Background: an optimization exercise with open tools, aiming at small area, a short achievable clock period and few clock cycles per item. Do not read the settings as production practice.
Only simulation tests tie the RTL to the original design; equivalence was not proved.

## flow/design.v (module list and top-level ports; edited modules follow where they fit)
// module booth_ctl: 12 lines
// module csa_fa: 10 lines
// module csa_ha: 9 lines
// module ReLU: 37 lines
// module fully_serial: 3199 lines
// module neuron_top: 19 lines
module neuron_top (
    input  logic         clk,
    input  logic         rst_n,
    input  logic [511:0] in_vec,
    input  logic [255:0] weights_vec,
    input  logic [31:0]  bias,
    output logic [31:0]  out,
    output logic         done
);
  // ...
==> flow/flow/run.sh <==
#!/bin/bash
set -euo pipefail
export BUFFER_PORTS_ARGS="-buffer_cell sky130_fd_sc_hd__buf_1"
export SETUP_SLACK_MARGIN=5.3
bash standard.sh synth > flow_synth.log 2>&1
bash standard.sh finish > flow_finish.log 2>&1
==> flow/standard.sh <==
#!/bin/bash
# synth_recipe.tcl (not shown) runs the flow's synth.tcl, then flattens the netlist and writes it again
# the make line also repeats each setting of config.mk as NAME=value (left out here)
make -C /OpenROAD-flow-scripts/flow DESIGN_CONFIG=/design/flow/config.mk WORK_HOME=/design/flow/orfs CLKGATE_MAP_FILE= SYNTH_SCRIPT=/design/flow/synth_recipe.tcl "${@:-finish}"
==> flow/config.mk <==
export PLATFORM = sky130hd
export DESIGN_NAME = neuron_top
export DESIGN_NICKNAME = neuron_top
export VERILOG_FILES = /design/flow/design.v
export SDC_FILE = /design/flow/constraint.sdc
export NUM_CORES = 4
export LEC_CHECK = 0
export CAP_MARGIN = 20
export CORE_MARGIN = 2
export CORE_UTILIZATION = 50
export SLEW_MARGIN = 20
export SYNTH_HIERARCHICAL = 1
==> flow/constraint.sdc <==
create_clock -name core_clock -period 12.0 [get_ports {clk}]
set_input_delay 2.4000 -clock core_clock [delete_from_list [all_inputs] [get_ports {clk}]]
set_output_delay 2.4000 -clock core_clock [all_outputs]
set_load 0.01 [all_outputs]
==> results.cfg, run 1 <==
[routing]
wl_um = 300800
ant_nets = 0
drc = 0
wl_met1_um = 108500
top_layer_used = met5

[global_route]
grt_pass1_vias = 52627
overflow = 0

[min_path]
hp-start = u_neuron.ph[0]$_DFF_PN0_
min_path_cells = 1
holdCritPathClass = register to register

[layout]
mostFrequentLayoutCells = fa_1 (1274), xnor2_1 (1081), a22oi_1 (986), buf_1 (804), inv_1 (274)
design.seq.count = 263
clk_share_pct = 1.983
inverters = 274
stdcell_count = 7646
layout_commonest_cell = fa_1

[floorplanning]
die-area_mm2 = 0.1223
start_util_pct = 50.54
die_y_um = 349.7

[logic_synthesis]
yosys_most_used_dff = dfxtp_1
synth_top_cell_by_area = fa_1
synth_fa_ha_area_share_pct = 46.74
synth.cells.most_frequent = fa_1 (1280), xnor2_1 (1084), a22oi_1 (992)
synth_sequential_area_ratio_pct = 8.855
avgSynthCellArea_um2 = 10.96

[setup_path]
crit_required_ns = 9.60
cp_num_cells = 16
r2r_cells = 11

[clock_tree]
clk_latency_ns = 0.63
hold_buffers = 0
root_buffer = clkbuf_16

[sta]
fin_ws_ns = 4.849
finalCritPeriodShare_pct = 59.59
clock_skew_ns = 0.03586

[outcome]
status = complete, no violations
Testbench counts, summed over its fixed seeds: cycles 3,840, items 960.
==> run 2, diff against run 1 <==
--- a/flow/config.mk
+++ b/flow/config.mk
@@ -5,8 +5,8 @@
 export SDC_FILE = /design/flow/constraint.sdc
 export NUM_CORES = 4
 export LEC_CHECK = 0
-export CAP_MARGIN = 20
+export CAP_MARGIN = 10
 export CORE_MARGIN = 2
 export CORE_UTILIZATION = 50
-export SLEW_MARGIN = 20
+export SLEW_MARGIN = 10
 export SYNTH_HIERARCHICAL = 1
==> run 2 against run 1 <==
Effect of this change:
- critical path depth stayed put
- area after synthesis stayed put
- count of clock-buffer cells in the layout stayed put
- cell area is 0.39% higher
- utilization is 0.22 points higher
- flip-flop and latch count stayed put
- global-route usage hardly changed
- wire length is 0.17% higher
- non-clock buffer count is 8 higher
- critical path type unchanged
==> results.cfg, run 2 <==
[outcome]
status = complete, no violations

[layout]
largest_reg_flops = 40
fin_area_mm2 = 0.06652
layout_commonest_cell = fa_1
area_growth_pct = 11.33
top_register = u_neuron.a0_q
nNetsFinal = 8310
mostFrequentLayoutCells = fa_1 (1270), xnor2_1 (1080), a22oi_1 (986), buf_1 (807), inv_1 (269)
drive_gt1_share_pct = 7.908

[clock_tree]
clk_path_buf_depth = 3
cts_inserted_buffers = 36
cts_num_sinks = 263
hold_buffers = 0
clk_latency_ns = 0.63
root_buffer = clkbuf_16
cts_max_level = 2
cts.clk_slew.worst_paths_ns = 0.06
cts_tree = done

[global_route]
overflow = 0
track_usage_pct = 48.28
grt_pass1_wl_um = 405500
grt_max_degree = 134
antenna_found_initial = 87
grt_pass1_vias = 52438

[floorplanning]
die_w_um = 349.7
ios = 835
row_count = 126
die-area_mm2 = 0.1223
die_y_um = 349.7
core_mm2 = 0.1182
start_util_pct = 50.54

[setup_path]
cp-end-kind = output port
r2r_start = u_neuron.first$_DFF_PN1_
crit_end = out[5]
arrival_ns = 4.74
crit_fanout = 7
timing.reg2reg.setup_slack_ns = 5.33
crit_type = register to output port
crit_required_ns = 9.60
crit_start = u_neuron.a0_q[6]$_DFF_P_
start_kind = register
regToRegEndpoint = u_neuron.a3_q[32]$_DFF_P_
r2r_cells = 11

[sta]
tns_ns = 0
slew-limit-headroom_pct = 25.27
fmax_mhz = 140.0
finalCritPeriodShare_pct = 59.54
fin_crit_ns = 7.145
setup_viol = 0
clock_skew_ns = 0.04219
worst_pin_slew_ns = 1.121
rsz0062_at_grt = true
hold_viol_final = 0
slew_viol_final = 0

[logic_synthesis]
async_flop_share_pct = 1.901
yosysWarnings = 9
yosys_most_used_dff = dfxtp_1
synthTopCellsByArea = fa_1 (43%), xnor2_1 (16%), a22oi_1 (12%)
synth_area_mm2 = 0.05975
synth_cell_types = 65
synth_top_cell_by_area = fa_1
synth_sequential_area_ratio_pct = 8.855
ys_ff_latch = 263
synth-edff-count = 0
avgSynthCellArea_um2 = 10.96
syn_inst = 5453
synth.cells.most_frequent = fa_1 (1280), xnor2_1 (1084), a22oi_1 (992)
synth_top_area_share_pct = 42.88
synth.most_common_cell = fa_1

[routing]
drc = 0
via_count = 52069
ant_nets = 0
viasPerCell = 6.795
wire_per_inst_um = 39.33
dr.pass1.iters = 12
wl_um = 301400
drt_iter0_markers = 7643

[placement]
port_buffers = 833
placed_cell_area_mm2 = 0.06394
dp_hpwl_um = 229300
gp_congestion = 1.031

[min_path]
holdCritPathClass = register to register

[job]
drv_cap = 0
==> run 2: per-layer routing <==
metal / up-vias / wire length (µm) / global-route usage, %
met5: - / 610 / 1.099
met4: 83 / 22170 / 28.92
met3: 1161 / 44140 / 20.61
met2: 4594 / 125700 / 68.95
met1: 26485 / 108700 / 60.54
li1: 19746 / - / -
==> run 2: cell type report <==
type | instances | area (µm²)
tap | 1536 | 1922
sequential | 263 | 5308
fill | 10584 | 51720
multi-input combinational | 4505 | 52260
clock inverter | 19 | 297.8
antenna | 57 | 142.6
timing repair buffer | 964 | 4551
inverter | 274 | 1028
clock buffer | 45 | 1016
==> run 2: logic make-up (layout without fill, tap and decap cells) <==
family          after synthesis  after routing  synth area share, %
compound gates             1276           1276                15.92
xor+xnor                   1131           1131                16.64
fa+ha+maj                  1464           1464                46.74
buf+inv                     704           1302                5.208
flops                       263            263                8.855
mux                         144            144                2.647
other cells                   2             77              0.01257
simple gates                469            470                3.976
==> run 2: modules after synthesis (local to each module, per instance), excerpt <==
module	flip-flops and latches	copies in the design	cells inside	area [µm²]
fully_serial	263	1	3379	28210
csa_fa	0	1200	1	20.02
booth_ctl	0	32	9	73.82
csa_ha	0	33	1	12.51
==> run 2: stage by stage <==
stage	util [%]	std cells	hold slack (ns)	setup WS, ns
2_1_floorplan	-	5471	0.4851	5.348
3_3_place_gp	54.07	7510	0.5177	4.455
3_5_place_dp	54.07	7510	0.5236	4.338
4_1_cts	55.38	7580	0.5352	4.915
5_1_grt	56.20	7636	0.5590	4.820
6_report	56.26	7663	0.5363	4.855
==> run 2: worst max-delay path, cell delays in order (launching register included) <==
cell and delay (ns):
dfxtp_1 0.33, inv_1 0.06, fa_1 0.54, fa_1 0.53
inv_1 0.05, ha_2 0.48, o211ai_1 0.21, o21ai_4 0.37
o21a_4 0.21, o22ai_4 0.12, o21a_4 0.28, xnor2_4 0.15
buf_12 0.15, nor2_4 0.17, clkbuf_16 0.26, a21oi_2 0.06
buf_2 0.15
==> run 2: repair_timing <==
item,CTS,global route
resized for setup,42,144
pin swaps,9,30
setup buffers,5,21
endpoints found under the setup margin,116,110
hold endpoints to repair,0,0
gates cloned,1,5
==> run 2: how the worst min path moves through the flow <==
stage	from	endpoint	slack, ns	cells past startpoint
after detailed placement	u_neuron.win_r_2_1[2]$_DFF_P_	u_neuron.win_r_2_0[0]$_DFF_P_	0.52	2
after floorplan	u_neuron.ph[0]$_DFF_PN0_	u_neuron.ph[0]$_DFF_PN0_	0.49	1
final	u_neuron.ph[0]$_DFF_PN0_	u_neuron.ph[0]$_DFF_PN0_	0.54	1
after global routing	u_neuron.ph[0]$_DFF_PN0_	u_neuron.ph[0]$_DFF_PN0_	0.56	1
after CTS	u_neuron.win_r_2_1[2]$_DFF_P_	u_neuron.win_r_2_0[0]$_DFF_P_	0.54	2
after global placement	u_neuron.ph[0]$_DFF_PN0_	u_neuron.ph[0]$_DFF_PN0_	0.52	1

==> what the ideal ports hide <==
How much do the figures lean on ideal ports? The routed layouts below were timed once more, with nothing changed but the port constraints.
Step 1, drivers: a clkbuf_16 drives clk and a buf_2 each remaining input, both assumed.
Step 2 moves the port delays by t, midway between the first and last clock arrival at a register: inputs arrive t later, outputs are due t later. That takes back most of the time a late clock gives input paths.
a / b / c = no drivers / after step 1 / after step 2; a / b = the first two.
run | t (ns) | slack for setup (ns) | hold WS [ns] | worst setup path at the end
run 1 | 0.696 | 4.849 / 4.766 / 4.622 | 0.535 / 0.535 / 0.535 | input to register
run 2 | 0.700 | 4.855 / 4.769 / 4.600 | 0.536 / 0.536 / 0.536 | input to register
After both steps setup and hold are still met in every run listed. For run 2, which loses most, drivers alone change the setup slack by -0.086 ns; drivers and shift together by -0.255 ns.
